What follows belongs to an exercise in optimizing a design on an open flow for small area; a production flow would make more cautious choices. At most, simulation tests tie the RTL to the original design; equivalence was not proved. The RTL of runs 5 and 6 was laid out without a check of its function. In every run shown here, the design's own scripts or RTL, not TritonCTS, make the clock network. The clock input has no modelled driver; a real chip could not lean on it and would need a root buffer or a full tree.

==> design/flow/flow/run.sh <==
#!/bin/bash
# The standard ORFS layout (standard.sh) with these changes to how the
# layout is made:
# - synthesis runs the standard synthesis script, but Yosys's abc step uses
#   the area-oriented ABC script flow/area.abc, and half and full adders are left to
#   abc (the ha and fa cells are added to DONT_USE_CELLS);
# - port buffers are buf_1 cells;
# - the clock tree is one level of clock buffers, one per group of nearby
#   registers
#   (flow/pre_cts.tcl, run before the CTS step, which it then skips);
# - constant outputs share the synthesized tie cells.
# make's output goes to make_flow.log here; each step's log is in orfs/logs/.
set -euo pipefail
W=$PWD
sed "s#@ABC@#$W/flow/area.abc#; s#@FLOW_SYNTH@#$W/synth_recipe.tcl#" flow/synth.tcl.in > my_synth.tcl
sed "s#SYNTH_SCRIPT=[^ ]*#SYNTH_SCRIPT=$W/my_synth.tcl#" standard.sh > my_standard.sh
grep -q "SYNTH_SCRIPT=$W/my_synth.tcl" my_standard.sh
PLATFORM_DONT_USE=$(make -s -C "$FLOW_HOME" DESIGN_CONFIG="$W/config.mk" print-DONT_USE_CELLS | sed -n 's/^DONT_USE_CELLS: *//p')
echo "$PLATFORM_DONT_USE" | grep -q probe_p_8
export BUFFER_PORTS_ARGS="-buffer_cell sky130_fd_sc_hd__buf_1"
export PRE_CTS_TCL=$W/flow/pre_cts.tcl
export CLOCK_BUFFER_CELL=${CLOCK_BUFFER_CELL:-sky130_fd_sc_hd__clkbuf_8}
export CLOCK_CLUSTERS=${CLOCK_CLUSTERS:-2}
export SKIP_REPAIR_TIE_FANOUT=1
bash my_standard.sh "DONT_USE_CELLS=$PLATFORM_DONT_USE sky130_fd_sc_hd__ha_1 sky130_fd_sc_hd__ha_2 sky130_fd_sc_hd__ha_4 sky130_fd_sc_hd__fa_1 sky130_fd_sc_hd__fa_2 sky130_fd_sc_hd__fa_4" finish > make_flow.log 2>&1
==> design/flow/flow/area.abc <==
strash
&get -n
&deepsyn -T 30
&put
dch -f
amap
topo
==> design/flow/flow/pre_cts.tcl <==
# Clock tree: the registers are split into CLOCK_CLUSTERS groups by position
# (k-means); one clock buffer (CLOCK_BUFFER_CELL), placed at the centre of its
# group, drives each group, and the clock port drives only these buffers.
# The standard CTS command is then skipped.
set block [ord::get_db_block]
set k $::env(CLOCK_CLUSTERS)
set regs {}
foreach inst [$block getInsts] {
  if { [string match "*dfxtp*" [[$inst getMaster] getName]] } {
    set box [$inst getBBox]
    lappend regs [list $inst [expr { ([$box xMin] + [$box xMax]) / 2.0 }] \
      [expr { ([$box yMin] + [$box yMax]) / 2.0 }]]
  }
}
# k-means, started from registers spread along the sorted x order
set sorted [lsort -real -index 1 $regs]
set n [llength $sorted]
set centres {}
for { set i 0 } { $i < $k } { incr i } {
  set r [lindex $sorted [expr { int(($i + 0.5) * $n / $k) }]]
  lappend centres [list [lindex $r 1] [lindex $r 2]]
}
for { set iter 0 } { $iter < 50 } { incr iter } {
  set groups [lrepeat $k {}]
  foreach r $regs {
    set best 0
    set bd 1e30
    for { set i 0 } { $i < $k } { incr i } {
      lassign [lindex $centres $i] cx cy
      set d [expr { abs([lindex $r 1] - $cx) + abs([lindex $r 2] - $cy) }]
      if { $d < $bd } { set bd $d; set best $i }
    }
    lset groups $best [concat [lindex $groups $best] [list $r]]
  }
  set new {}
  for { set i 0 } { $i < $k } { incr i } {
    set g [lindex $groups $i]
    if { [llength $g] == 0 } { lappend new [lindex $centres $i]; continue }
    set sx 0.0
    set sy 0.0
    foreach r $g { set sx [expr { $sx + [lindex $r 1] }]; set sy [expr { $sy + [lindex $r 2] }] }
    lappend new [list [expr { $sx / [llength $g] }] [expr { $sy / [llength $g] }]]
  }
  set centres $new
}
set dbu [$block getDefUnits]
set clk [$block findNet clk]
for { set i 0 } { $i < $k } { incr i } {
  set g [lindex $groups $i]
  if { [llength $g] == 0 } { continue }
  set pins {}
  foreach r $g { lappend pins [get_pins -of_objects [get_cells [[lindex $r 0] getName]] -filter "name == CLK"] }
  lassign [lindex $centres $i] cx cy
  puts "Clock buffer $i for [llength $g] registers at ([expr { $cx / $dbu }], [expr { $cy / $dbu }])"
  insert_buffer -buffer_cell $::env(CLOCK_BUFFER_CELL) -net clk -load_pins $pins \
    -buffer_name clkbuf_regs_$i -net_name clk_regs_$i \
    -location [list [expr { $cx / $dbu }] [expr { $cy / $dbu }]]
}
foreach inst [$block getInsts] {
  if { [string match "clkbuf_regs_*" [$inst getName]] } {
    foreach it [$inst getITerms] {
      if { [$it getNet] != "NULL" && [[$it getNet] getName] ni {VPWR VGND} } {
        [$it getNet] setSigType CLOCK
      }
    }
  }
}
proc clock_tree_synthesis { args } {
  puts "clock_tree_synthesis skipped: the clock buffers are already in place"
}
==> design/flow/flow/synth.tcl.in <==
# The standard synthesis (synth_recipe.tcl), with Yosys's abc step given the
# area-oriented script @ABC@ in place of the one ORFS picks.
proc abc {args} {
  set i [lsearch -exact $args -script]
  if { $i >= 0 } { lset args [expr { $i + 1 }] @ABC@ }
  yosys abc {*}$args
}
source @FLOW_SYNTH@
==> design/flow/standard.sh <==
#!/bin/bash
# synth_recipe.tcl (not shown) runs the flow's synth.tcl, then flattens the netlist and writes it again
# the make line also repeats each setting of config.mk as NAME=value (left out here)
make -C /OpenROAD-flow-scripts/flow DESIGN_CONFIG=/design/flow/config.mk WORK_HOME=/design/flow/orfs CLKGATE_MAP_FILE= SYNTH_SCRIPT=/design/flow/synth_recipe.tcl "${@:-finish}"
==> design/flow/config.mk <==
export PLATFORM = sky130hd
export DESIGN_NAME = Lab1Top
export DESIGN_NICKNAME = Lab1Top
export VERILOG_FILES = /design/flow/design.v
export SDC_FILE = /design/flow/constraint.sdc
export NUM_CORES = 4
export LEC_CHECK = 0
export CAP_MARGIN = 20
export CORE_MARGIN = 2
export CORE_UTILIZATION = 40
export SETUP_SLACK_MARGIN = -1.0
export SLEW_MARGIN = 20
==> design/flow/constraint.sdc <==
create_clock -name core_clock -period 18.0 [get_ports {clk}]
set_input_delay 3.6000 -clock core_clock [delete_from_list [all_inputs] [get_ports {clk}]]
set_output_delay 3.6000 -clock core_clock [all_outputs]
set_load 0.01 [all_outputs]
==> design/flow/design.v <==
module Lab1Top(clk, sw, ledr, ledg, seg7_out);
  input         clk;
  input  [17:0] sw;
  output [17:0] ledr;
  output [8:0]  ledg;
  output [39:0] seg7_out;
  reg [14:0] s1, s2;
  always @(posedge clk) begin
    s1 <= {sw[17:6], sw[2:0]};
    s2 <= s1;
  end
  wire [5:0] a = s2[14:9];
  wire [5:0] b = s2[8:3];
  wire show = s2[2];
  wire [1:0] op = s2[1:0];
  wire n1 = b[0] ^ 1'b0;
  wire n2 = (b[1] & ~b[0] & ~1'b0) | (~b[1] & b[0] & 1'b0);
  wire n3 = ((n1 & a[0]) | (n2 & 1'b0)) ^ b[1];
  wire n4 = ((n1 & a[1]) | (n2 & a[0])) ^ b[1];
  wire n5 = ((n1 & a[2]) | (n2 & a[1])) ^ b[1];
  wire n6 = ((n1 & a[3]) | (n2 & a[2])) ^ b[1];
  wire n7 = ((n1 & a[4]) | (n2 & a[3])) ^ b[1];
  wire n8 = ((n1 & a[5]) | (n2 & a[4])) ^ b[1];
  wire n9 = ((n1 & a[5]) | (n2 & a[5])) ^ b[1];
  wire n10 = ~n9;
  wire n11 = b[2] ^ b[1];
  wire n12 = (b[3] & ~b[2] & ~b[1]) | (~b[3] & b[2] & b[1]);
  wire n13 = ((n11 & a[0]) | (n12 & 1'b0)) ^ b[3];
  wire n14 = ((n11 & a[1]) | (n12 & a[0])) ^ b[3];
  wire n15 = ((n11 & a[2]) | (n12 & a[1])) ^ b[3];
  wire n16 = ((n11 & a[3]) | (n12 & a[2])) ^ b[3];
  wire n17 = ((n11 & a[4]) | (n12 & a[3])) ^ b[3];
  wire n18 = ((n11 & a[5]) | (n12 & a[4])) ^ b[3];
  wire n19 = ((n11 & a[5]) | (n12 & a[5])) ^ b[3];
  wire n20 = ~n19;
  wire n21 = b[4] ^ b[3];
  wire n22 = (b[5] & ~b[4] & ~b[3]) | (~b[5] & b[4] & b[3]);
  wire n23 = ((n21 & a[0]) | (n22 & 1'b0)) ^ b[5];
  wire n24 = ((n21 & a[1]) | (n22 & a[0])) ^ b[5];
  wire n25 = ((n21 & a[2]) | (n22 & a[1])) ^ b[5];
  wire n26 = ((n21 & a[3]) | (n22 & a[2])) ^ b[5];
  wire n27 = ((n21 & a[4]) | (n22 & a[3])) ^ b[5];
  wire n28 = ((n21 & a[5]) | (n22 & a[4])) ^ b[5];
  wire n29 = ((n21 & a[5]) | (n22 & a[5])) ^ b[5];
  wire n30 = ~n29;
  wire n31 = b[1] ^ n3;
  wire n32 = b[1] & n3;
  wire n33 = n4 ^ n32;
  wire n34 = n4 & n32;
  wire n35 = b[3] ^ n5 ^ n13;
  wire n36 = (b[3] & n5) | (b[3] & n13) | (n5 & n13);
  wire n37 = n35 ^ n34;
  wire n38 = n35 & n34;
  wire n39 = n6 ^ n14 ^ n36;
  wire n40 = (n6 & n14) | (n6 & n36) | (n14 & n36);
  wire n41 = n39 ^ n38;
  wire n42 = n39 & n38;
  wire n43 = b[5] ^ n7 ^ n15;
  wire n44 = (b[5] & n7) | (b[5] & n15) | (n7 & n15);
  wire n45 = n23 ^ n43 ^ n40;
  wire n46 = (n23 & n43) | (n23 & n40) | (n43 & n40);
  wire n47 = n45 ^ n42;
  wire n48 = n45 & n42;
  wire n49 = n8 ^ n16 ^ n24;
  wire n50 = (n8 & n16) | (n8 & n24) | (n16 & n24);
  wire n51 = n44 ^ n49 ^ n46;
  wire n52 = (n44 & n49) | (n44 & n46) | (n49 & n46);
  wire n53 = n51 ^ n48;
  wire n54 = n51 & n48;
  wire n55 = ~(n10 ^ n17);
  wire n56 = n10 | n17;
  wire n57 = n25 ^ n50 ^ n55;
  wire n58 = (n25 & n50) | (n25 & n55) | (n50 & n55);
  wire n59 = n57 ^ n52 ^ n54;
  wire n60 = (n57 & n52) | (n57 & n54) | (n52 & n54);
  wire n61 = ~(n18 ^ n26);
  wire n62 = n18 | n26;
  wire n63 = n56 ^ n61 ^ n58;
  wire n64 = (n56 & n61) | (n56 & n58) | (n61 & n58);
  wire n65 = n63 ^ n60;
  wire n66 = n63 & n60;
  wire n67 = n20 ^ n27 ^ n62;
  wire n68 = (n20 & n27) | (n20 & n62) | (n27 & n62);
  wire n69 = n67 ^ n64 ^ n66;
  wire n70 = (n67 & n64) | (n67 & n66) | (n64 & n66);
  wire n71 = ~(n28 ^ n68);
  wire n72 = n28 | n68;
  wire n73 = n71 ^ n70;
  wire n74 = n71 & n70;
  wire n75 = n30 ^ n72 ^ n74;
  wire n76 = (n30 & n72) | (n30 & n74) | (n72 & n74);
  wire n77 = ~n76;
  wire [11:0] p = {n77, n75, n73, n69, n65, n59, n53, n47, n41, n37, n33, n31};
  wire dv = ~a[5] & ~b[5] & (|b[4:0]);
  wire n79 = a[0] & dv;
  wire n80 = a[1] & dv;
  wire n81 = a[2] & dv;
  wire n82 = a[3] & dv;
  wire n83 = a[4] & dv;
  wire n84 = b[0] | ~dv;
  wire n85 = ~n84;
  wire n86 = ~(n83 ^ n85);
  wire n87 = n83 | n85;
  wire n88 = n87 & ~(b[1] | b[2] | b[3] | b[4]);
  wire n89 = n88 ? n86 : n83;
  wire n90 = ~n84;
  wire n91 = ~(n82 ^ n90);
  wire n92 = n82 | n90;
  wire n93 = ~b[1];
  wire n94 = n89 ^ n93 ^ n92;
  wire n95 = (n89 & n93) | (n89 & n92) | (n93 & n92);
  wire n96 = n95 & ~(b[2] | b[3] | b[4]);
  wire n97 = n96 ? n91 : n82;
  wire n98 = n96 ? n94 : n89;
  wire n99 = ~n84;
  wire n100 = ~(n81 ^ n99);
  wire n101 = n81 | n99;
  wire n102 = ~b[1];
  wire n103 = n97 ^ n102 ^ n101;
  wire n104 = (n97 & n102) | (n97 & n101) | (n102 & n101);
  wire n105 = ~b[2];
  wire n106 = n98 ^ n105 ^ n104;
  wire n107 = (n98 & n105) | (n98 & n104) | (n105 & n104);
  wire n108 = n107 & ~(b[3] | b[4]);
  wire n109 = n108 ? n100 : n81;
  wire n110 = n108 ? n103 : n97;
  wire n111 = n108 ? n106 : n98;
  wire n112 = ~n84;
  wire n113 = ~(n80 ^ n112);
  wire n114 = n80 | n112;
  wire n115 = ~b[1];
  wire n116 = n109 ^ n115 ^ n114;
  wire n117 = (n109 & n115) | (n109 & n114) | (n115 & n114);
  wire n118 = ~b[2];
  wire n119 = n110 ^ n118 ^ n117;
  wire n120 = (n110 & n118) | (n110 & n117) | (n118 & n117);
  wire n121 = ~b[3];
  wire n122 = n111 ^ n121 ^ n120;
  wire n123 = (n111 & n121) | (n111 & n120) | (n121 & n120);
  wire n124 = n123 & ~(b[4]);
  wire n125 = n124 ? n113 : n80;
  wire n126 = n124 ? n116 : n109;
  wire n127 = n124 ? n119 : n110;
  wire n128 = n124 ? n122 : n111;
  wire n129 = op[1] ? n79 : a[0];
  wire n130 = op[1] ? n125 : a[1];
  wire n131 = op[1] ? n126 : a[2];
  wire n132 = op[1] ? n127 : a[3];
  wire n133 = op[1] ? n128 : a[4];
  wire n134 = op[1] ? (~b[0] & dv) : (b[0] ^ op[0]);
  wire n135 = b[1] ^ op[0];
  wire n136 = b[2] ^ op[0];
  wire n137 = b[3] ^ op[0];
  wire n138 = b[4] ^ op[0];
  wire n139 = b[5] ^ op[0];
  wire n140 = n129 ^ n134 ^ op[0];
  wire n141 = (n129 & n134) | (n129 & op[0]) | (n134 & op[0]);
  wire n142 = n130 ^ n135 ^ n141;
  wire n143 = (n130 & n135) | (n130 & n141) | (n135 & n141);
  wire n144 = n131 ^ n136 ^ n143;
  wire n145 = (n131 & n136) | (n131 & n143) | (n136 & n143);
  wire n146 = n132 ^ n137 ^ n145;
  wire n147 = (n132 & n137) | (n132 & n145) | (n137 & n145);
  wire n148 = n133 ^ n138 ^ n147;
  wire n149 = (n133 & n138) | (n133 & n147) | (n138 & n147);
  wire n150 = a[5] ^ n139 ^ n149;
  wire n151 = n149 ? n140 : n79;
  wire n152 = n149 ? n142 : n125;
  wire n153 = n149 ? n144 : n126;
  wire n154 = n149 ? n146 : n127;
  wire n155 = n149 ? n148 : n128;
  wire [4:0] q = {n88, n96, n108, n124, n149};
  wire [4:0] r = {n155, n154, n153, n152, n151};
  wire [5:0] s = {n150, n148, n146, n144, n142, n140};
  wire bs = b[5] ^ (op[0] & (|b[4:0]));
  wire ovf = ~op[1] & ~(a[5] ^ bs) & (s[5] ^ a[5]);
  wire [11:0] c = op[1] ? (op[0] ? {1'b0, r, 1'b0, q} : p) : {6'd0, s};
  wire [10:0] v = op[1] ? c[10:0] : {{5{s[5]}}, s};
  wire neg = op[1] ? (~op[0] & p[11]) : s[5];
  reg [10:0] m;
  reg nz;
  integer i;
  always @(*) begin
    nz = 1'b0;
    for (i = 0; i < 11; i = i + 1) begin
      m[i] = v[i] ^ (neg & nz);
      nz = nz | v[i];
    end
  end
  wire [11:0] ledr_q = show ? c : {a, b};
  wire ovf_q = ovf;
  wire neg_q = neg;
  wire [10:0] m_q = m;
  function [3:0] dd;
    input [3:0] d;
    reg c;
    begin
      c = d[3] | (d[2] & d[1]) | (d[2] & d[0]);
      dd[3] = c;
      dd[0] = d[0] ^ c;
      dd[1] = c ? ((d[1] & d[0]) | (d[3] & ~d[0])) : d[1];
      dd[2] = (~c & d[2]) | (d[3] & d[0]);
    end
  endfunction
  reg [3:0] du, dt, dh, cu, ct, ch;
  reg th;
  integer k;
  always @(*) begin
    du = 4'd0; dt = 4'd0; dh = 4'd0; th = 1'b0;
    for (k = 10; k >= 0; k = k - 1) begin
      cu = dd(du);
      ct = dd(dt);
      ch = dd(dh);
      du = {cu[2:0], m_q[k]};
      dt = {ct[2:0], cu[3]};
      dh = {ch[2:0], ct[3]};
      th = th | ch[3];
    end
  end
  function [6:0] seg;
    input [3:0] x;
    begin
      seg[0] = x[3] | x[1] | (x[2] ~^ x[0]);
      seg[1] = ~x[2] | (x[1] ~^ x[0]);
      seg[2] = x[2] | ~x[1] | x[0];
      seg[3] = x[3] | (~x[2] & ~x[0]) | (x[1] & ~x[0]) | (~x[2] & x[1]) | (x[2] & ~x[1] & x[0]);
      seg[4] = ~x[0] & (~x[2] | x[1]);
      seg[5] = x[3] | x[2] | (~x[1] & ~x[0]);
      seg[6] = x[3] | (x[2] ^ x[1]) | (x[1] & ~x[0]);
    end
  endfunction
  assign ledr = {ledr_q, 6'd0};
  assign ledg = {ovf_q, 8'd0};
  assign seg7_out = ~{1'b0, neg_q, 6'd0,
                      1'b0, seg({3'd0, th}),
                      1'b0, seg(dh),
                      1'b0, seg(dt),
                      1'b0, seg(du)};
endmodule
==> results of run 1 <==
==> routing by layer <==
layer | up-vias | track usage (%) | routed length, µm
met5 | - | 0 | 0
met4 | 0 | 3.50 | 144
met3 | 20 | 1.69 | 834
met2 | 201 | 38.2 | 4640
met1 | 1862 | 33.1 | 4830
li1 | 2201 | - | -
==> placed cells by master, fill, tap and decap left out, types with 3 or more instances in the layout <==
master    instances
a221oi_1          4
nor2_2            6
a211oi_1          3
dfxtp_1          28
o21ai_0          50
nor2b_1           8
nor2_1          149
nor3_1           14
o32ai_1           5
or2_0             5
o21ai_1           4
clkinv_1         59
buf_4           111
o21a_1            3
o21ai_2           3
a21oi_1          50
nand2_1          45
a31oi_1           5
o22ai_1          27
a22oi_1           4
a21o_1            6
nor3_2            4
buf_1            54
==> per-stage QoR <==
stage,TNS (ps)
after global placement,0
after global routing,-17440
after detailed placement,0
after floorplan,0
final,0
after CTS,-29.3
==> worst max-delay path, delay by kind of cell (launching register included) <==
family                 cells  cell delay, ps
AOI/OAI and AO/OA         35            5450
buffers and inverters     16            1920
DFF                        1             420
and+or+nand+nor           51            5930
==> final cells by class, without the clock buffers <==
type                    instances  area, µm²  share of cell area, %
well taps                     102        128                   2.99
flip-flops and latches         30        603                   14.1
multi-input cells             433       2240                   52.6
repair buffers                165       1040                   24.3
inverters                      61        229                   5.37
==> synthesized netlist by cell type <==
master,n
a221oi_1,4
o41ai_1,2
a222oi_1,2
o2111ai_1,1
o31ai_1,2
or3_1,1
nand2_1,45
a31oi_1,6
o32ai_1,7
conb_1,2
a2111oi_0,2
a21oi_1,51
dfxtp_1,30
o21ai_0,57
a41o_1,1
a221o_1,1
buf_4,33
o221ai_1,2
a22oi_1,4
nand2b_1,2
nand3_1,2
a21o_1,6
nor2_1,155
a41oi_1,1
o21bai_1,2
o21a_1,3
nor4_1,1
nor2b_1,9
a21boi_0,1
o22ai_1,29
nor3_1,18
clkinv_1,61
o211ai_1,2
a211oi_1,4
or2_0,5
o211a_1,1
and2_0,1
o311ai_0,1
==> timing repair <==
| item | in CTS | in global routing |
|---|---|---|
| setup endpoints to repair | 0 | 21 |
| hold buffers | 0 | 0 |
| resized for setup | 0 | 34 |
| setup buffers | 0 | 2 |
==> registers in the layout, summed over array words and instances, names as in the netlist <==
signal and flops:
s1 15, s2 15
==> cells by family (layout without fill, tap and decap cells) <==
family | count (synthesis) | count (layout)
simple gates | 239 | 239
compound gates | 192 | 192
buf+inv | 94 | 228
flops | 30 | 30
other cells | 2 | 2
==> path summary, 6_finish.rpt <==
| kind | end |
|---|---|
| setup / recovery | seg7_out[13] |
| hold / removal | s2[4]$_DFF_P_ |
| setup reg to reg | s2[13]$_DFF_P_ |
| hold reg to reg | s2[4]$_DFF_P_ |
==> flow_metrics.env, run 1 <==
export IMPL_status="finished clean"
export IMPL_area_growth_pct=32.5
export IMPL_layout_cells_non_filler=793
export IMPL_nets=712
export IMPL_worst_slack_ps=492
export IMPL_row_count=32
export IMPL_final_min_clock_period_ps=17510
export IMPL_first_pass_iters=5
export IMPL_worstMarginPinSlew_ps=746
export IMPL_vias_per_cell=5.40
export IMPL_avgSynthCellArea_um2=5.78
export IMPL_clk_latency_ps=150
export IMPL_hold_depth=0
export IMPL_synth_fa_ha_area_share_pct=0
export IMPL_min_period_over_period_pct=97.3
export IMPL_ant_nets=0
export IMPL_drv_slew=0
export IMPL_netlist_top_cells_area="dfxtp_1 19%, nor2_1 18%, o21ai_0 8.9%"
export IMPL_critPathLaunch="s2[4]$_DFF_P_"
export IMPL_synth_top_family_by_area="compound AO/OA/AOI/OAI gates"
export IMPL_antenna_found_initial=0
export IMPL_hold_violations=0
export IMPL_wl_per_cell_um=13.2
export IMPL_place_ws_ps=88.4
export IMPL_rr_startpoint="s1[13]$_DFF_P_"
export IMPL_crit_required_ps=14400
export IMPL_skew_ps=4.71
export IMPL_core_mm2=0.00777
export IMPL_cp_slowest_cell="dfxtp_2"
export IMPL_hold_start="s1[4]$_DFF_P_"
export IMPL_top_level_ports=86
export IMPL_reg2reg_setup_slack_ps=17590
export IMPL_syn_nets=576
export IMPL_dpl_hpwl_um=8510
export IMPL_yosys_area_share_xor_xnor_pct=0
export IMPL_drtIter0Drc=336
export IMPL_max_clock_freq_mhz=57.1
export IMPL_end_kind="output pin"
export IMPL_grt_pass1_vias=3799
export IMPL_crit_path_max_fanout=6
export IMPL_drive_gt1_share_pct=20.1
export IMPL_worstPathArrival_ps=13910
export IMPL_critPathKind="reg -> out"
export IMPL_critPathMostFrequentCell="nor2_1"
export IMPL_grt_max_degree=17
export IMPL_globalRouteOverflowTotal=0
export IMPL_hold_class="reg -> reg"
export IMPL_die_w_um=93.7
export IMPL_slowest_delay_ps=420
export IMPL_grt_usage_pct=22.9
export IMPL_path_clk_slew_ps=90
export IMPL_synth_distinct_cells=38
export IMPL_reg2reg_depth=0
export IMPL_wl_um=10500
export IMPL_ys_seq_area_share_pct=18.7
export IMPL_synth_mux_area_fraction_pct=0
export IMPL_initial_utilization_pct=41.4
export IMPL_synth_simple_area_share_pct=30.1
export IMPL_gp_congestion=0.977
export IMPL_port_buffers=54
export IMPL_yosysTopAreaCell="dfxtp_1"
export IMPL_final_cell_area_mm2=0.00426
export IMPL_drv_cap=0
export IMPL_die_h_um=93.7
export IMPL_fin_util_pct=54.9
export IMPL_final_setup_viol_count=0
export IMPL_synth_compound_area_share_pct=36.2
export IMPL_yosysWarnings=1
export IMPL_ys_seq_elements=30
export IMPL_max_slew_margin_rel_pct=49.7
export IMPL_startpoint_type="register"
export IMPL_syn_inst=557
export IMPL_fillers=835
export IMPL_placed_area_mm2=0.00412
export IMPL_synth_area_mm2=0.00322
export IMPL_dp_cells=789
export IMPL_dieArea_mm2=0.00878
export IMPL_grt_pass1_wl_um=17000
export IMPL_num_vias=4284
export IMPL_drc=0
export IMPL_antenna_cells=0
export IMPL_whs_ps=323
export IMPL_netlist_area_leader_share_pct=18.7
==> inputs of run 2 (changes only) <==
==> design/flow/flow/area.abc (replaced) <==
strash
dc2
&get -n
&deepsyn -T 30
&put
dch -f
amap
topo
--- a/design/flow/config.mk
+++ b/design/flow/config.mk
@@ -7,6 +7,6 @@
 export LEC_CHECK = 0
 export CAP_MARGIN = 20
 export CORE_MARGIN = 2
-export CORE_UTILIZATION = 40
+export CORE_UTILIZATION = 65
 export SETUP_SLACK_MARGIN = -1.0
 export SLEW_MARGIN = 20
==> run 2 against run 1 <==
Compared with the run above:
- highest routed layer unchanged
- core utilization up 18 points
- die area is 36% lower
- worst setup slack better by 84 ps
- wire length fell by 8.4%
- final area shrank 18%
- global-route usage grew 10 points
- critical endpoint is now seg7_out[10]
- synthesized cell count grew 3.2%
==> flow_metrics.env, run 2 <==
export IMPL_placed_area_mm2=0.00341
export IMPL_core_mm2=0.00479
export IMPL_drtIter0Drc=363
export IMPL_synth_distinct_cells=37
export IMPL_ant_nets=0
export IMPL_final_min_clock_period_ps=17420
export IMPL_crit_required_ps=14400
export IMPL_top_level_ports=86
export IMPL_ys_seq_elements=30
export IMPL_grt_max_degree=17
export IMPL_grt_pass1_vias=3299
export IMPL_synthArstFlopShare_pct=0
export IMPL_min_period_over_period_pct=96.8
export IMPL_nets=630
export IMPL_grt_pass1_wl_um=15000
export IMPL_top_regs="s1: 15 flops, s2: 15 flops"
export IMPL_crit_path_max_fanout=7
export IMPL_whs_ps=329
export IMPL_globalRouteOverflowTotal=0
export IMPL_path_clk_slew_ps=90
export IMPL_initial_utilization_pct=68.7
export IMPL_path_buf_inv=11
export IMPL_final_cell_mix="135 x nor2_1, 69 x clkinv_1, 61 x a21oi_1"
export IMPL_cp_depth=86
export IMPL_startpoint_type="register"
export IMPL_grt_usage_pct=33.4
export IMPL_hold_violations=0
export IMPL_cp_slowest_cell="dfxtp_1"
export IMPL_r2r_end="s2[13]$_DFF_P_"
export IMPL_place_ws_ps=610
export IMPL_postCtsSetupBuffers=0
export IMPL_rr_startpoint="s1[13]$_DFF_P_"
export IMPL_yosys_top_cells_count="137 x nor2_1, 71 x clkinv_1, 62 x a21oi_1"
export IMPL_first_pass_iters=6
export IMPL_hold_class="reg -> reg"
export IMPL_drive_gt1_share_pct=4.11
export IMPL_synth_ff_type="dfxtp_1"
export IMPL_yosysMostFrequentCell="nor2_1"
export IMPL_synth_area_mm2=0.00329
export IMPL_dieArea_mm2=0.00564
export IMPL_syn_inst=575
export IMPL_layout_commonest_cell="nor2_1"
export IMPL_drv_slew=0
export IMPL_netlist_top_cells_area="dfxtp_1 18%, nor2_1 16%, a21oi_1 9.4%"
export IMPL_clk_latency_ps=150
export IMPL_worstPathArrival_ps=13820
export IMPL_drv_cap=0
export IMPL_vias_per_cell=6.05
export IMPL_antenna_found_initial=0
export IMPL_max_slew_margin_rel_pct=34.1
export IMPL_gp_congestion=0.991
export IMPL_max_clock_freq_mhz=57.4
export IMPL_wl_um=9580
export IMPL_reg2reg_setup_slack_ps=17580
export IMPL_yosysWarnings=1
export IMPL_critPathLaunch="s2[7]$_DFF_P_"
export IMPL_path_delay_family="simple AND/OR/NAND/NOR gates"
export IMPL_setup_tns_final_ps=0
export IMPL_worstMarginPinSlew_ps=981
export IMPL_critPathMostFrequentCell="nor2_1"
export IMPL_hold_start="s1[3]$_DFF_P_"
export IMPL_holdPathEnd="s2[3]$_DFF_P_"
export IMPL_dpl_hpwl_um=7520
export IMPL_row_count=25
export IMPL_die_w_um=75.1
export IMPL_skew_ps=9.15
export IMPL_drc=0
export IMPL_worst_slack_ps=577
export IMPL_die_h_um=75.1
export IMPL_reg2reg_depth=0
export IMPL_syn_nets=594
export IMPL_antenna_cells=0
export IMPL_avgSynthCellArea_um2=5.72
export IMPL_final_setup_viol_count=0
export IMPL_num_vias=4091
export IMPL_synth_edf_count=0
export IMPL_end_kind="output pin"
export IMPL_critPathKind="reg -> out"
export IMPL_status="finished clean"
export IMPL_wl_per_cell_um=14.2
export IMPL_yosysTopAreaCell="dfxtp_1"
export IMPL_final_cell_area_mm2=0.00349
export IMPL_hold_depth=0
export IMPL_netlist_area_leader_share_pct=18.3
export IMPL_area_growth_pct=6.05
export IMPL_ys_seq_area_share_pct=18.3
export IMPL_slowest_delay_ps=380
export IMPL_port_buffers=54
run 2: cell types whose count changed after synthesis, sizes merged, moves of 4 or more:
| cell | previous run | this run |
|---|---|---|
| nor2 | 155 | 137 |
| clkinv | 61 | 71 |
| or2 | 5 | 9 |
| o32ai | 7 | 2 |
| nand2 | 45 | 54 |
| a21o | 6 | 1 |
| nand3 | 2 | 6 |
| a21oi | 51 | 62 |
run 2: worst max-delay path by stage:
stage | slack, ps | end
2_1_floorplan | 1840 | seg7_out[10]
3_3_place_gp | 1160 | seg7_out[10]
3_5_place_dp | 610 | seg7_out[10]
4_1_cts | 520 | seg7_out[10]
5_1_grt | -1000 | seg7_out[10]
6_report | 580 | seg7_out[10]
run 2: logic make-up (layout without fill, tap and decap cells):
logic type | after synthesis | count (layout) | share of synthesized area, %
simple gates | 243 | 243 | 30.8
xor+xnor | 1 | 1 | 0.267
compound gates | 195 | 195 | 34.8
other cells | 2 | 2 | 0.228
flops | 30 | 30 | 18.3
buf+inv | 104 | 138 | 15.6
run 2: metal layers:
| metal | track usage (%) | wire (µm) | part of all wire, % |
|---|---|---|---|
| met1 | 46.2 | 4140 | 43 |
| met2 | 54.1 | 4210 | 44 |
| met3 | 5.49 | 979 | 10 |
| met4 | 8.53 | 254 | 2.7 |
| met5 | 0 | 0 | 0 |
run 2: timing repair:
action,CTS,global route
hold buffers,0,0
endpoints found under the setup margin,0,17
gates resized for setup,0,14
run 2: layout make-up, without the clock buffers:
cell class | instances | area (µm²)
multi-input combinational | 441 | 2220
fill | 439 | 1300
sequential | 30 | 602
timing repair buffer | 65 | 285
inverter | 71 | 270
tap | 67 | 83.8
run 2: metrics by stage:
step	util, %	std cells
after floorplan	-	575
after global routing	72.8	676
after global placement	71.2	674
after CTS	71.8	676
final	72.8	676
after detailed placement	71.2	674
==> inputs of run 3 (changes only) <==
--- a/design/flow/config.mk
+++ b/design/flow/config.mk
@@ -7,6 +7,6 @@
 export LEC_CHECK = 0
 export CAP_MARGIN = 20
 export CORE_MARGIN = 2
-export CORE_UTILIZATION = 65
-export SETUP_SLACK_MARGIN = -1.0
+export CORE_UTILIZATION = 40
+export SETUP_SLACK_MARGIN = -1.15
 export SLEW_MARGIN = 20
==> run 3 against run 2 <==
Compared with the run above:
- final area grew 1.1%
- worst hold slack lost 0.92 ps
- die area grew 59%
- largest cell class unchanged
- synthesized area is the same
- worst setup slack gained 130 ps
- first-iteration DRC count shrank 15%
==> flow_metrics.env, run 3 <==
export IMPL_final_cell_mix="134 x nor2_1, 71 x clkinv_1, 60 x a21oi_1"
export IMPL_final_cell_area_mm2=0.00352
export IMPL_max_clock_freq_mhz=57.8
export IMPL_holdPathEnd="s2[3]$_DFF_P_"
export IMPL_reg2reg_setup_slack_ps=17600
export IMPL_dp_cells=712
export IMPL_fillers=912
export IMPL_netlist_top_cells_area="dfxtp_1 18%, nor2_1 16%, a21oi_1 9.4%"
export IMPL_cts_resized=0
export IMPL_synth_distinct_cells=37
export IMPL_die_w_um=94.7
export IMPL_r2r_end="s2[12]$_DFF_P_"
export IMPL_area_growth_pct=7.23
export IMPL_clk_latency_ps=140
export IMPL_antenna_cells=0
export IMPL_core_mm2=0.00809
export IMPL_synth_simple_area_share_pct=30.8
export IMPL_syn_inst=575
export IMPL_slowest_delay_ps=430
export IMPL_hold_class="reg -> reg"
export IMPL_ant_nets=0
export IMPL_cp_slowest_cell="dfxtp_1"
export IMPL_port_buffers=54
export IMPL_placed_area_mm2=0.00346
export IMPL_dieArea_mm2=0.00896
export IMPL_nets=630
export IMPL_yosys_area_share_xor_xnor_pct=0.266
export IMPL_synth_mux_area_fraction_pct=0
export IMPL_final_setup_viol_count=0
export IMPL_drtIter0Drc=307
export IMPL_worst_slack_ps=709
export IMPL_synth_compound_area_share_pct=34.8
export IMPL_startpoint_type="register"
export IMPL_antenna_found_initial=0
export IMPL_crit_required_ps=14400
export IMPL_crit_path_max_fanout=10
export IMPL_top_level_ports=86
export IMPL_worstMarginPinSlew_ps=714
export IMPL_synth_edf_count=0
export IMPL_critPathMostFrequentCell="nor2_1"
export IMPL_grt_max_degree=17
export IMPL_rr_startpoint="s1[12]$_DFF_P_"
export IMPL_drc=0
export IMPL_globalRouteOverflowTotal=0
export IMPL_avgSynthCellArea_um2=5.72
export IMPL_drive_gt1_share_pct=3.78
export IMPL_die_h_um=94.7
export IMPL_status="finished clean"
export IMPL_holdBufCountCts=0
export IMPL_postCtsSetupBuffers=0
export IMPL_top_regs="s1: 15 flops, s2: 15 flops"
export IMPL_gp_congestion=0.928
export IMPL_grt_pass1_wl_um=16100
export IMPL_hold_depth=0
export IMPL_grt_usage_pct=21.6
export IMPL_path_clk_slew_ps=80
export IMPL_layout_cells_non_filler=714
export IMPL_critPathKind="reg -> out"
export IMPL_max_slew_margin_rel_pct=51.8
export IMPL_reg2reg_depth=0
export IMPL_first_pass_iters=7
export IMPL_met2_usage_pct=36.1
export IMPL_yosysMostFrequentCell="nor2_1"
export IMPL_yosysWarnings=1
export IMPL_end_kind="output pin"
export IMPL_dpl_hpwl_um=7670
export IMPL_synth_area_mm2=0.00329
export IMPL_drv_cap=0
export IMPL_layout_commonest_cell="nor2_1"
export IMPL_row_count=33
export IMPL_place_ws_ps=570
export IMPL_netlist_area_leader_share_pct=18.3
export IMPL_ys_seq_elements=30
export IMPL_drv_slew=0
export IMPL_num_vias=3977
export IMPL_yosys_top_cells_count="137 x nor2_1, 71 x clkinv_1, 62 x a21oi_1"
export IMPL_hold_violations=0
export IMPL_wl_per_cell_um=13.4
export IMPL_ys_seq_area_share_pct=18.3
export IMPL_skew_ps=0.574
export IMPL_final_min_clock_period_ps=17290
export IMPL_synth_fa_ha_area_share_pct=0
export IMPL_met1_usage_pct=30.9
export IMPL_synth_top_family_by_area="compound AO/OA/AOI/OAI gates"
export IMPL_grt_busiest_layer="met2"
export IMPL_vias_per_cell=5.57
export IMPL_min_period_over_period_pct=96.1
export IMPL_hold_start="s1[3]$_DFF_P_"
export IMPL_synth_ff_type="dfxtp_1"
export IMPL_syn_nets=594
export IMPL_gr_usage_met3_pct=1.28
export IMPL_synthArstFlopShare_pct=0
export IMPL_initial_utilization_pct=40.6
export IMPL_worstPathArrival_ps=13690
export IMPL_grt_pass1_vias=3531
export IMPL_yosysTopAreaCell="dfxtp_1"
export IMPL_wl_um=9590
run 3: cell counts after synthesis:
No cell type changed its count.
run 3: worst max path at each step:
stage                  start  slack [ps]      endpoint
3_5_place_dp   s2[4]$_DFF_P_         570   seg7_out[9]
2_1_floorplan  s2[6]$_DFF_P_        1840  seg7_out[10]
3_3_place_gp   s2[4]$_DFF_P_         990  seg7_out[10]
5_1_grt        s2[4]$_DFF_P_       -1190  seg7_out[10]
4_1_cts        s2[4]$_DFF_P_         470   seg7_out[9]
6_report       s2[4]$_DFF_P_         710  seg7_out[10]
run 3: cell type report, without the clock buffers:
type	count	area (µm²)	area share [%]
Tap cell	105	131	3.73
Inverter	71	267	7.56
Sequential cell	30	602	17.1
Timing Repair Buffer	65	285	8.09
Multi-Input combinational cell	441	2210	62.8
run 3: critical path, delay by kind of cell (launching register included):
| kind | cells | cell delay (ps) |
|---|---|---|
| AO/OA/AOI/OAI | 25 | 5210 |
| buffers and inverters | 11 | 1680 |
| flip-flops | 1 | 430 |
| AND/OR/NAND/NOR | 49 | 6160 |
run 3: metrics by stage:
stage / utilization (%) / setup TNS [ps] / hold WS (ps)
after floorplan: - / 0 / 310
after global placement: 42.7 / 0 / 311
after detailed placement: 42.7 / 0 / 312
after CTS: 43.0 / 0 / 312
after global routing: 43.6 / -18510 / 343
final: 43.6 / 0 / 328
run 3: metal layers:
metal | routed length (µm) | vias up
met1 | 4590 | 1778
li1 | - | 2037
met3 | 627 | 19
met4 | 184 | 0
met2 | 4190 | 143
met5 | 0 | -
run 3: logic make-up (layout without fill, tap and decap cells):
logic type      count (synthesis)  after routing
flops                          30             30
xor+xnor                        1              1
other cells                     2              2
compound gates                195            195
simple gates                  243            243
buf+inv                       104            138
==> inputs of run 4 (changes only) <==
--- a/design/flow/config.mk
+++ b/design/flow/config.mk
@@ -8,5 +8,5 @@
 export CAP_MARGIN = 20
 export CORE_MARGIN = 2
 export CORE_UTILIZATION = 40
-export SETUP_SLACK_MARGIN = -1.15
+export SETUP_SLACK_MARGIN = -1.0
 export SLEW_MARGIN = 20
==> run 4 against run 3 <==
Compared with the run above:
- critical path depth decreased by 3
- wire length increased by 0.55%
- global-route usage did not move
- worst setup slack improved by 92 ps
- critical endpoint unchanged
- first-iteration DRC count rose by 0.98%
- still clean on timing, DRC and antenna
- synthesized area unchanged
==> flow_metrics.env, run 4 <==
export IMPL_status="finished clean"
export IMPL_holdBufCountCts=0
export IMPL_initial_utilization_pct=40.6
export IMPL_clk_latency_ps=140
export IMPL_critPathMostFrequentCell="nor2_1"
export IMPL_syn_nets=594
export IMPL_min_period_over_period_pct=95.6
export IMPL_grt_pass1_wl_um=16100
export IMPL_wl_um=9650
export IMPL_wl_per_cell_um=13.5
export IMPL_drive_gt1_share_pct=4.27
export IMPL_synth_ff_type="dfxtp_1"
export IMPL_antenna_found_initial=0
export IMPL_ys_seq_elements=30
export IMPL_synth_area_mm2=0.00329
export IMPL_dpl_hpwl_um=7670
export IMPL_drc=0
export IMPL_drtIter0Drc=310
export IMPL_worstPathArrival_ps=13600
export IMPL_top_level_ports=86
export IMPL_setup_tns_final_ps=0
export IMPL_max_clock_freq_mhz=58.1
export IMPL_antenna_cells=0
export IMPL_final_cell_mix="133 x nor2_1, 70 x clkinv_1, 60 x a21oi_1"
export IMPL_crit_path_max_fanout=12
export IMPL_dieArea_mm2=0.00896
export IMPL_die_h_um=94.7
export IMPL_whs_ps=328
export IMPL_vias_per_cell=5.56
export IMPL_grt_max_degree=17
export IMPL_drv_slew=0
export IMPL_yosys_top_cells_count="137 x nor2_1, 71 x clkinv_1, 62 x a21oi_1"
export IMPL_netlist_top_cells_area="dfxtp_1 18%, nor2_1 16%, a21oi_1 9.4%"
export IMPL_ys_seq_area_share_pct=18.3
export IMPL_slowest_delay_ps=490
export IMPL_synthArstFlopShare_pct=0
export IMPL_drv_cap=0
export IMPL_max_slew_margin_rel_pct=51.8
export IMPL_startpoint_type="register"
export IMPL_critPathKind="reg -> out"
export IMPL_grt_usage_pct=21.6
export IMPL_nets=630
export IMPL_layout_commonest_cell="nor2_1"
export IMPL_end_kind="output pin"
export IMPL_ant_nets=0
export IMPL_fin_util_pct=43.6
export IMPL_row_count=33
export IMPL_syn_inst=575
export IMPL_globalRouteOverflowTotal=0
export IMPL_top_regs="s1: 15 flops, s2: 15 flops"
export IMPL_netlist_area_leader_share_pct=18.3
export IMPL_yosysWarnings=1
export IMPL_synth_distinct_cells=37
export IMPL_skew_ps=0.574
export IMPL_hold_violations=0
export IMPL_crit_required_ps=14400
export IMPL_worstMarginPinSlew_ps=715
export IMPL_num_vias=3970
export IMPL_yosysMostFrequentCell="nor2_1"
export IMPL_synth_edf_count=0
export IMPL_yosysTopAreaCell="dfxtp_1"
export IMPL_placed_area_mm2=0.00346
export IMPL_grt_pass1_vias=3531
export IMPL_cp_slowest_cell="dfxtp_1"
export IMPL_path_clk_slew_ps=80
export IMPL_core_mm2=0.00809
export IMPL_final_setup_viol_count=0
export IMPL_final_min_clock_period_ps=17200
export IMPL_gp_congestion=0.928
export IMPL_final_cell_area_mm2=0.00353
export IMPL_avgSynthCellArea_um2=5.72
export IMPL_first_pass_iters=8
export IMPL_hold_class="reg -> reg"
export IMPL_port_buffers=54
export IMPL_die_w_um=94.7
export IMPL_area_growth_pct=7.42
run 4: cell count changes in the layout (fill, tap and decap cells not counted):
cell,previous run,this run
clkinv_1,71,70
inv_2,0,1
nor2_1,134,133
nor2_2,3,4
o21ai_1,1,0
o21ai_2,0,1
run 4: routing by layer:
layer,track usage (%),vias up,wire length [µm]
met5,0,-,0
met3,1.28,21,766
li1,-,2036,-
met1,30.9,1746,4530
met4,3.38,0,182
met2,36.1,167,4170
run 4: final timing paths:
| kind | start | endpoint | slack (ps) | cells past startpoint |
|---|---|---|---|---|
| min | s1[3]$_DFF_P_ | s2[3]$_DFF_P_ | 330 | 0 |
| min reg2reg | s1[3]$_DFF_P_ | s2[3]$_DFF_P_ | 330 | 0 |
| max reg2reg | s1[12]$_DFF_P_ | s2[12]$_DFF_P_ | 17600 | 0 |
| max | s2[13]$_DFF_P_ | seg7_out[10] | 800 | 82 |
run 4: layout make-up, without the clock buffers:
class | instances | area [µm²]
well taps | 105 | 131
fillers | 909 | 4560
multi-input cells | 441 | 2220
inverters | 71 | 267
repair buffers | 65 | 285
flip-flops and latches | 30 | 602
run 4: repair_timing:
action / 4_1_cts / 5_1_grt
resized for setup: 0 / 14
buffers inserted: 0 / 0
endpoints found under the setup margin: 0 / 19
run 4: metrics by stage:
step	instances	setup slack [ps]
floorplan	575	1840
global placement	712	991
finish	714	801
global route	714	-1070
CTS	714	473
detailed placement	712	570
run 4: cells by family (layout without fill, tap and decap cells):
family          after synthesis  in the layout  synth area share [%]
simple gates                243            243                  30.8
flops                        30             30                  18.3
xor+xnor                      1              1                 0.267
buf+inv                     104            138                  15.6
compound gates              195            195                  34.8
other cells                   2              2                 0.228
run 4: worst max-delay path: cells and delay by family, from the launching register on:
| kind | cells | cell delay (ps) |
|---|---|---|
| buffers and inverters | 10 | 1770 |
| AOI/OAI and AO/OA | 29 | 5730 |
| DFF | 1 | 490 |
| and+or+nand+nor | 43 | 5430 |
==> inputs of run 5 (changes only) <==
--- a/design/flow/design.v
+++ b/design/flow/design.v
@@ -175,18 +175,24 @@
   wire bs = b[5] ^ (op[0] & (|b[4:0]));
   wire ovf = ~op[1] & ~(a[5] ^ bs) & (s[5] ^ a[5]);
   wire [11:0] c = op[1] ? (op[0] ? {1'b0, r, 1'b0, q} : p) : {6'd0, s};
-  wire [10:0] v = op[1] ? c[10:0] : {{5{s[5]}}, s};
   wire neg = op[1] ? (~op[0] & p[11]) : s[5];
-  reg [10:0] m;
-  reg nz;
+  reg [10:0] mp;
+  reg [5:0] ms;
+  reg nzp, nzs;
   integer i;
   always @(*) begin
-    nz = 1'b0;
+    nzp = 1'b0;
+    nzs = 1'b0;
     for (i = 0; i < 11; i = i + 1) begin
-      m[i] = v[i] ^ (neg & nz);
-      nz = nz | v[i];
+      mp[i] = p[i] ^ (p[11] & nzp);
+      nzp = nzp | p[i];
+    end
+    for (i = 0; i < 6; i = i + 1) begin
+      ms[i] = s[i] ^ (s[5] & nzs);
+      nzs = nzs | s[i];
     end
   end
+  wire [10:0] m = op[1] ? (op[0] ? {r, 1'b0, q} : mp) : {5'd0, ms};
   wire [11:0] ledr_q = show ? c : {a, b};
   wire ovf_q = ovf;
   wire neg_q = neg;
==> run 5 against run 4 <==
Compared with the run above:
- global-route usage shrank 1.2 points
- via count grew 3.0%
- final area increased by 0.28%
- register-to-register slack barely moved
- highest routed layer unchanged
- worst hold slack worse by 13 ps
- sequential share of layout area fell by 0.084 points
- final cell count increased by 1.4%
- first-iteration DRC count fell by 0.32%
- core utilization is 0.32 points lower
==> flow_metrics.env, run 5 <==
export IMPL_port_buffers=54
export IMPL_startpoint_type="register"
export IMPL_reg2reg_depth=0
export IMPL_hold_depth=0
export IMPL_initial_utilization_pct=41.1
export IMPL_synthArstFlopShare_pct=0
export IMPL_worstMarginPinSlew_ps=861
export IMPL_final_cell_mix="134 x nor2_1, 69 x a21oi_1, 66 x nand2_1"
export IMPL_netlist_top_cells_area="dfxtp_1 18%, nor2_1 15%, a21oi_1 10%"
export IMPL_hold_violations=0
export IMPL_area_growth_pct=5.36
export IMPL_die_h_um=95.7
export IMPL_critPathLaunch="s2[5]$_DFF_P_"
export IMPL_place_ws_ps=625
export IMPL_clk_latency_ps=150
export IMPL_dpl_hpwl_um=7390
export IMPL_placed_area_mm2=0.00350
export IMPL_grt_pass1_wl_um=15500
export IMPL_synth_distinct_cells=33
export IMPL_syn_nets=608
export IMPL_crit_required_ps=14400
export IMPL_crit_path_max_fanout=9
export IMPL_synth_ff_type="dfxtp_1"
export IMPL_wl_um=9440
export IMPL_gp_congestion=0.933
export IMPL_drive_gt1_share_pct=1.94
export IMPL_die_w_um=95.7
export IMPL_drc=0
export IMPL_wl_per_cell_um=13.0
export IMPL_netlist_area_leader_share_pct=17.9
export IMPL_slowest_delay_ps=440
export IMPL_avgSynthCellArea_um2=5.71
export IMPL_drv_cap=0
export IMPL_final_min_clock_period_ps=17210
export IMPL_cp_slowest_cell="dfxtp_1"
export IMPL_top_level_ports=86
export IMPL_min_period_over_period_pct=95.6
export IMPL_final_cell_area_mm2=0.00354
export IMPL_yosys_top_cells_count="135 x nor2_1, 69 x a21oi_1, 66 x nand2_1, 66 x o21ai_0, 64 x clkinv_1"
export IMPL_hold_class="reg -> reg"
export IMPL_fin_util_pct=43.3
export IMPL_grt_pass1_vias=3413
export IMPL_hold_start="s1[5]$_DFF_P_"
export IMPL_layout_commonest_cell="nor2_1"
export IMPL_top_regs="s1: 15 flops, s2: 15 flops"
export IMPL_critPathKind="reg -> out"
export IMPL_r2r_end="s2[1]$_DFF_P_"
export IMPL_ys_seq_elements=30
export IMPL_ys_seq_area_share_pct=17.9
export IMPL_dp_cells=722
export IMPL_yosysMostFrequentCell="nor2_1"
export IMPL_final_setup_viol_count=0
export IMPL_num_vias=4089
export IMPL_max_clock_freq_mhz=58.1
export IMPL_reg2reg_setup_slack_ps=17600
export IMPL_yosysWarnings=1
export IMPL_postCtsSetupBuffers=0
export IMPL_drtIter0Drc=309
export IMPL_worstPathArrival_ps=13610
export IMPL_critPathMostFrequentCell="nor2_1"
export IMPL_vias_per_cell=5.65
export IMPL_status="finished clean"
export IMPL_end_kind="output pin"
export IMPL_holdBufCountCts=0
export IMPL_yosysTopAreaCell="dfxtp_1"
export IMPL_antenna_cells=0
export IMPL_drv_slew=0
export IMPL_cp_endpoint="seg7_out[13]"
export IMPL_max_slew_margin_rel_pct=42.5
export IMPL_ant_nets=0
export IMPL_antenna_found_initial=0
export IMPL_layout_cells_non_filler=724
export IMPL_cts_resized=0
export IMPL_grt_usage_pct=20.3
export IMPL_synth_edf_count=0
export IMPL_first_pass_iters=4
export IMPL_nets=640
export IMPL_row_count=33
export IMPL_globalRouteOverflowTotal=0
export IMPL_grt_max_degree=25
export IMPL_core_mm2=0.00818
export IMPL_worst_slack_ps=786
export IMPL_synth_area_mm2=0.00336
export IMPL_setup_tns_final_ps=0
export IMPL_dieArea_mm2=0.00915
export IMPL_whs_ps=315
export IMPL_syn_inst=589
export IMPL_skew_ps=12.9
export IMPL_path_clk_slew_ps=90
export IMPL_rr_startpoint="s1[1]$_DFF_P_"
## run 5: kinds of logic (layout without fill, tap and decap cells)
| family | count (synthesis) | after routing | synth area share (%) |
|---|---|---|---|
| AOI/OAI and AO/OA | 223 | 223 | 38.9 |
| buffers and inverters | 97 | 127 | 14.5 |
| DFF | 30 | 30 | 17.9 |
| other | 2 | 2 | 0.223 |
| and+or+nand+nor | 237 | 237 | 28.4 |
## run 5: worst max-delay path, delay by kind of cell (launching register included)
| family | cells | cell delay (ps) |
|---|---|---|
| buffers and inverters | 16 | 2620 |
| flip-flops | 1 | 440 |
| AO/OA/AOI/OAI | 28 | 5450 |
| AND/OR/NAND/NOR | 36 | 4890 |
## run 5: how the worst min path moves through the flow
stage	endpoint	slack (ps)
floorplan	s2[0]$_DFF_P_	310
global placement	s2[6]$_DFF_P_	310
detailed placement	s2[12]$_DFF_P_	310
CTS	s2[12]$_DFF_P_	310
global route	s2[5]$_DFF_P_	330
finish	s2[5]$_DFF_P_	320
## run 5: per-layer routing
metal	vias up	track usage, %	share of wire, %
met5	-	0	0
met3	18	0.632	6.3
met2	158	32.5	44
li1	2120	-	-
met1	1793	30.1	47
met4	0	4.88	2.4
## run 5: area by class of cell, without the clock buffers
cell class              count  area [µm²]
multi-input cells         462        2290
inverters                  64         240
fillers                   889        4630
flip-flops and latches     30         601
repair buffers             61         255
well taps                 105         131
==> inputs of run 6 (changes only) <==
--- a/design/flow/flow/run.sh
+++ b/design/flow/flow/run.sh
@@ -20,6 +20,6 @@
 export BUFFER_PORTS_ARGS="-buffer_cell sky130_fd_sc_hd__buf_1"
 export PRE_CTS_TCL=$W/flow/pre_cts.tcl
 export CLOCK_BUFFER_CELL=${CLOCK_BUFFER_CELL:-sky130_fd_sc_hd__clkbuf_8}
-export CLOCK_CLUSTERS=${CLOCK_CLUSTERS:-2}
+export CLOCK_CLUSTERS=${CLOCK_CLUSTERS:-3}
 export SKIP_REPAIR_TIE_FANOUT=1
 bash my_standard.sh "DONT_USE_CELLS=$PLATFORM_DONT_USE sky130_fd_sc_hd__ha_1 sky130_fd_sc_hd__ha_2 sky130_fd_sc_hd__ha_4 sky130_fd_sc_hd__fa_1 sky130_fd_sc_hd__fa_2 sky130_fd_sc_hd__fa_4" finish > make_flow.log 2>&1
--- a/design/flow/config.mk
+++ b/design/flow/config.mk
@@ -8,5 +8,4 @@
 export CAP_MARGIN = 20
 export CORE_MARGIN = 2
 export CORE_UTILIZATION = 40
-export SETUP_SLACK_MARGIN = -1.0
 export SLEW_MARGIN = 20
==> run 6 against run 5 <==
Compared with the run above:
- core utilization increased by 1.1 points
- critical path depth increased by 1
- wire length increased by 1.2%
- register-to-register slack about the same
- largest cell class unchanged
- synthesized area unchanged
- worst setup slack improved by 640 ps
- synthesized cell count unchanged
==> flow_metrics.env, run 6 <==
export IMPL_dpl_hpwl_um=7390
export IMPL_vias_per_cell=5.63
export IMPL_ys_seq_elements=30
export IMPL_ant_nets=0
export IMPL_slowest_delay_ps=460
export IMPL_crit_path_max_fanout=9
export IMPL_startpoint_type="register"
export IMPL_yosysTopAreaCell="dfxtp_1"
export IMPL_syn_nets=608
export IMPL_die_w_um=95.7
export IMPL_status="finished clean"
export IMPL_final_cell_mix="132 x nor2_1, 66 x nand2_1, 64 x a21oi_1"
export IMPL_netlist_area_leader_share_pct=17.9
export IMPL_setup_tns_final_ps=0
export IMPL_port_buffers=54
export IMPL_synth_area_mm2=0.00336
export IMPL_netlist_top_cells_area="dfxtp_1 18%, nor2_1 15%, a21oi_1 10%"
export IMPL_layout_commonest_cell="nor2_1"
export IMPL_clk_latency_ps=130
export IMPL_wl_per_cell_um=13.1
export IMPL_skew_ps=6.50
export IMPL_fin_util_pct=44.4
export IMPL_row_count=33
export IMPL_top_level_ports=86
export IMPL_grt_max_degree=25
export IMPL_drtIter0Drc=304
export IMPL_syn_inst=589
export IMPL_drc=0
export IMPL_critPathKind="reg -> out"
export IMPL_synth_ff_type="dfxtp_1"
export IMPL_grt_pass1_wl_um=15500
export IMPL_max_clock_freq_mhz=60.3
export IMPL_initial_utilization_pct=41.1
export IMPL_worstMarginPinSlew_ps=911
export IMPL_synth_distinct_cells=33
export IMPL_final_min_clock_period_ps=16580
export IMPL_area_growth_pct=8.00
export IMPL_drv_slew=0
export IMPL_gp_congestion=0.933
export IMPL_num_vias=4093
export IMPL_first_pass_iters=5
export IMPL_ys_seq_area_share_pct=17.9
export IMPL_crit_required_ps=14400
export IMPL_hold_violations=0
export IMPL_antenna_cells=0
export IMPL_max_slew_margin_rel_pct=39.2
export IMPL_wl_um=9560
export IMPL_yosysWarnings=1
export IMPL_synth_edf_count=0
export IMPL_avgSynthCellArea_um2=5.71
export IMPL_core_mm2=0.00818
export IMPL_grt_usage_pct=20.4
export IMPL_top_regs="s1: 15 flops, s2: 15 flops"
export IMPL_drv_cap=0
export IMPL_yosysMostFrequentCell="nor2_1"
export IMPL_end_kind="output pin"
export IMPL_cp_slowest_cell="dfxtp_1"
export IMPL_drive_gt1_share_pct=4.98
export IMPL_hold_class="reg -> reg"
export IMPL_die_h_um=95.7
export IMPL_final_setup_viol_count=0
export IMPL_globalRouteOverflowTotal=0
export IMPL_antenna_found_initial=0
export IMPL_grt_pass1_vias=3431
export IMPL_nets=643
export IMPL_synthArstFlopShare_pct=0
export IMPL_yosys_top_cells_count="135 x nor2_1, 69 x a21oi_1, 66 x nand2_1, 66 x o21ai_0, 64 x clkinv_1"
export IMPL_worstPathArrival_ps=12980
export IMPL_fillers=880
export IMPL_dieArea_mm2=0.00915
export IMPL_min_period_over_period_pct=92.1
export IMPL_path_clk_slew_ps=70
-- run 6: cell counts after synthesis --
No cell type changed its count.
-- run 6: worst paths after layout --
kind | start | end | slack (ps) | depth (start not counted)
setup / recovery | s2[5]$_DFF_P_ | seg7_out[6] | 1420 | 81
hold / removal | s1[3]$_DFF_P_ | s2[3]$_DFF_P_ | 330 | 0
setup reg to reg | s1[13]$_DFF_P_ | s2[13]$_DFF_P_ | 17600 | 0
hold reg to reg | s1[3]$_DFF_P_ | s2[3]$_DFF_P_ | 330 | 0
-- run 6: area by class of cell, without the clock buffers --
type | instances | area [µm²] | area share [%]
Multi-Input combinational cell | 462 | 2340 | 64.5
Sequential cell | 30 | 601 | 16.5
Timing Repair Buffer | 63 | 270 | 7.45
Inverter | 64 | 244 | 6.72
Tap cell | 105 | 131 | 3.62
-- run 6: through the flow --
stage	cell area, µm²	hold slack, ps	instances	setup WS (ps)
final	3630	327	727	1420
after global routing	3630	331	727	-17.4
after CTS	3540	312	725	531
after detailed placement	3500	312	722	625
after global placement	3500	310	722	1050
after floorplan	3360	310	589	2340
-- run 6: kinds of logic after synthesis --
logic type	synth area share, %
AO/OA/AOI/OAI	38.9
buffers and inverters	14.5
flip-flops	17.9
other	0.223
AND/OR/NAND/NOR	28.4
-- run 6: metal layers --
metal	up-vias	part of all wire, %	global-route usage (%)
met3	18	6.4	0.791
li1	2123	-	-
met5	-	0	0
met1	1793	47	29.9
met4	0	2.5	5.00
met2	159	44	32.6
-- run 6: what timing repair did --
item                                    CTS  global route
buffers inserted                          0             2
resized for setup                         0            26
hold buffers                              0             0
endpoints found under the setup margin    0            21
-- run 6: critical path, delay by kind of cell (launching register included) --
kind	cells	cell delay, ps
compound gates	29	5390
buf+inv	17	2480
flops	1	460
simple gates	35	4460

static timing again, ports no longer ideal:
Ports are ideal in the flow. The routed layouts listed here were re-timed in OpenROAD. Step 1: set_driving_cell puts a clkbuf_16 on clk and a buf_2 on each other input, an assumption about the parent block. Step 2 times the ports against the registers' clock, not the clock port: input delays grow and output delays shrink by t, the midpoint of the rising clock arrivals with the driver on. Three values: ideal, step 1, step 2; two values: the first two.
| run | t, ns | slack for setup (ns) | hold WS [ns] | worst data-port slew with drivers (ns) |
|---|---|---|---|---|
| run 1 | 0.179 | 0.492 / 0.457 / 0.636 | 0.323 / 0.323 / 0.323 | 0.03 |
| run 2 | 0.177 | 0.577 / 0.542 / 0.720 | 0.329 / 0.329 / 0.329 | 0.03 |
| run 3 | 0.175 | 0.709 / 0.675 / 0.850 | 0.328 / 0.328 / 0.328 | 0.03 |
| run 4 | 0.175 | 0.801 / 0.767 / 0.942 | 0.328 / 0.328 / 0.328 | 0.03 |
| run 5 | 0.180 | 0.786 / 0.748 / 0.928 | 0.315 / 0.315 / 0.315 | 0.03 |
| run 6 | 0.168 | 1.425 / 1.383 / 1.551 | 0.327 / 0.327 / 0.327 | 0.03 |
After both steps setup and hold are still met in every run listed.
